What follows belongs to an exercise in optimizing a design on an open flow for small area; a production flow would make more cautious choices. In this exercise RTL edits were held to simulation tests only and were not proved equivalent to the original.

==> job 2237: inputs <==
// perceptron
module perceptron
(
    input   logic                     clk,
    input   logic                     rst,
    input   logic [31:0]              branch_pc,
    input   logic                     is_branch,
    input   logic                     branch_taken,
    input   logic                     committing_br,
    input   logic   [31:0]            comitting_br_pc,
    output  logic                     prediction
);
    localparam int ROWS = 64;
    logic [7:0]                   ghr;    
    logic [ROWS-1:0]              par;
    logic [ROWS-1:0][7:0][6:0]    w;
    logic [5:0] ra, rc;
    assign ra = branch_pc[7:2];
    assign rc = comitting_br_pc[7:2];
    logic [ROWS-1:0] sela, selc;
    always_comb begin
        for (int r = 0; r < ROWS; r++) begin
            sela[r] = (ra == 6'(r));
            selc[r] = (rc == 6'(r));
        end
    end
    logic [7:0][6:0] rowa, rowc;
    logic            para, parc;
    always_comb begin
        rowa = '0; rowc = '0; para = 1'b0; parc = 1'b0;
        for (int r = 0; r < ROWS; r++) begin
            rowa = rowa | ({56{sela[r]}} & w[r]);
            rowc = rowc | ({56{selc[r]}} & w[r]);
            para = para | (sela[r] & par[r]);
            parc = parc | (selc[r] & par[r]);
        end
    end
    function automatic logic [6:0] half_sum(input logic [7:0][6:0] row, input logic p,
                                            input logic [7:0] h);
        logic [6:0] s;
        logic [2:0] nz;    
        s = row[0];
        nz = 3'd0;
        for (int k = 1; k < 8; k++) begin
            s = s + (h[k] ? row[k] : ~row[k]);
            nz = nz + {2'b0, ~h[k]};
        end
        s = s + (p ? 7'd4 : {4'b0, nz});
        half_sum = s;
    endfunction
    logic [6:0] suma, sumc;
    assign suma = half_sum(rowa, para, ghr);
    assign sumc = half_sum(rowc, parc, ghr);
    logic p2;
    assign prediction = is_branch & (suma > 7'd4);
    assign p2 = sumc > 7'd4;
    logic train;
    assign train = committing_br & (branch_taken != p2);
  ...
export LEC_CHECK = 0
export CAP_MARGIN = 20
export CORE_MARGIN = 2
export CORE_UTILIZATION = 30
export PLACE_DENSITY = 0.45
export SLEW_MARGIN = 20
create_clock -name core_clock -period 20.0 [get_ports {clk}]
standard.sh (not shown) runs the stock make flow with config.mk's settings and CLKGATE_MAP_FILE= SYNTH_SCRIPT=/design/flow/synth_recipe.tcl, a recipe that flattens the netlist after the stock synthesis.
==> flow/flow/run.sh <==
#!/bin/bash
# Own layout flow: the standard flow (standard.sh, with its standard
# synthesis and CTS unchanged) with two changes:
#  * global routing keeps more of met1/met2 free (flow/fastroute.tcl), which
#    helps detailed routing converge on this wire-heavy table;
#  * antenna diodes are added with a margin before detailed routing
#    (flow/pre_drt.tcl), to avoid repeated full detailed-routing passes.
# All tool output goes to the ORFS logs under orfs/logs and to flow_make.log.
set -euo pipefail
here=$(pwd)
bash "$here/standard.sh" "FASTROUTE_TCL=$here/flow/fastroute.tcl" "PRE_DETAIL_ROUTE_TCL=$here/flow/pre_drt.tcl" finish > "$here/flow_make.log" 2>&1
==> flow/flow/fastroute.tcl <==
# Global routing capacity per layer: leave more of met1 and met2 to pin
# access and the power rails, and push long routes up to met3-met5.
set_global_routing_layer_adjustment met1 0.5
set_global_routing_layer_adjustment met2 0.35
set_global_routing_layer_adjustment met3 0.2
set_global_routing_layer_adjustment met4 0.2
set_global_routing_layer_adjustment met5 0.2

set_routing_layers -clock $::env(MIN_CLK_ROUTING_LAYER)-$::env(MAX_ROUTING_LAYER)
set_routing_layers -signal $::env(MIN_ROUTING_LAYER)-$::env(MAX_ROUTING_LAYER)
==> flow/flow/pre_drt.tcl <==
# Before detailed routing: add antenna diodes with a 35% margin on the ratios
# that the global routes give, so that the detailed routes (which differ a
# little from the global ones) seldom leave an antenna violation behind and
# need a second full detailed-routing pass.
repair_antennas -diode_only -iterations 5 -ratio_margin 35 -allow_congestion
check_placement -verbose
==> job 6863 (differences from job 2237) <==
==> flow/flow/run.sh (replaced) <==
#!/bin/bash
# Own layout flow: the standard flow (standard.sh, with its standard
# synthesis unchanged) with these changes:
#  * global routing keeps more of met1/met2 free (flow/fastroute.tcl), which
#    helps detailed routing converge on this wire-heavy table;
#  * antenna diodes are added with a margin before detailed routing
#    (flow/pre_drt.tcl), to avoid a second full detailed-routing pass;
#  * CTS runs without dummy loads, with clkbuf_8 and larger sink clusters.
# All tool output goes to the ORFS logs under orfs/logs and to flow_make.log.
set -euo pipefail
here=$(pwd)
cts_args="-sink_clustering_enable -repair_clock_nets -dont_use_dummy_load -buf_list sky130_fd_sc_hd__clkbuf_8 -sink_clustering_size 30 -sink_clustering_max_diameter 80"
bash "$here/standard.sh" "CTS_ARGS=$cts_args" "FASTROUTE_TCL=$here/flow/fastroute.tcl" "PRE_DETAIL_ROUTE_TCL=$here/flow/pre_drt.tcl" finish > "$here/flow_make.log" 2>&1
==> flow/flow/pre_drt.tcl (replaced) <==
# Before detailed routing: add antenna diodes with a 30% margin on the ratios
# that the global routes give, so that the detailed routes (which differ a
# little from the global ones) seldom leave an antenna violation behind.
repair_antennas -iterations 5 -ratio_margin 30
check_placement -verbose
--- a/flow/config.mk
+++ b/flow/config.mk
@@ -7,6 +7,9 @@
 export LEC_CHECK = 0
-export CAP_MARGIN = 20
+export CAP_MARGIN = 5
 export CORE_MARGIN = 2
 export CORE_UTILIZATION = 30
+export CTS_BUF_LIST = sky130_fd_sc_hd__clkbuf_8
+export CTS_CLUSTER_DIAMETER = 80
+export CTS_CLUSTER_SIZE = 30
 export PLACE_DENSITY = 0.45
-export SLEW_MARGIN = 20
+export SLEW_MARGIN = 5
==> notes <==
- Synthesized cell count is the same in job 2237 and job 6863.
- Job 6863 aborted during detailed routing on GRT-0232. Job 2237 finished with timing, DRC and antenna clean.
- Of job 2237 and job 6863, job 2237 has the higher global-route usage (gap 0.23 points).
- In synthesized area, job 6863 and job 2237 do not differ.

==> re-timing with driven ports <==
The results above use ideal ports. As a check the final layout listed here was re-extracted and re-timed, cells and wires unchanged.
Step 1 sets driving cells, clkbuf_16 on the clock port and buf_2 on the other inputs (assumed; they add their load-dependent delay and slew).
Step 2, shift: input delay + t, output delay - t, t = (earliest + latest rising clock arrival at the registers) / 2. This alone moves slack from input paths to output paths.
Slacks: ideal / step 1 / step 2; pairs: ideal / step 1.
run: job 2237
shift t [ns]: 1.216
slack for setup (ns): 0.962 / 0.936 / 0.936
worst data-port slew with drivers (ns): 0.06
pins driven straight from the clock port: 1
After both steps setup and hold are still met in job 2237. For job 2237, drivers alone change the setup slack by -0.026 ns; drivers and shift together by -0.026 ns.
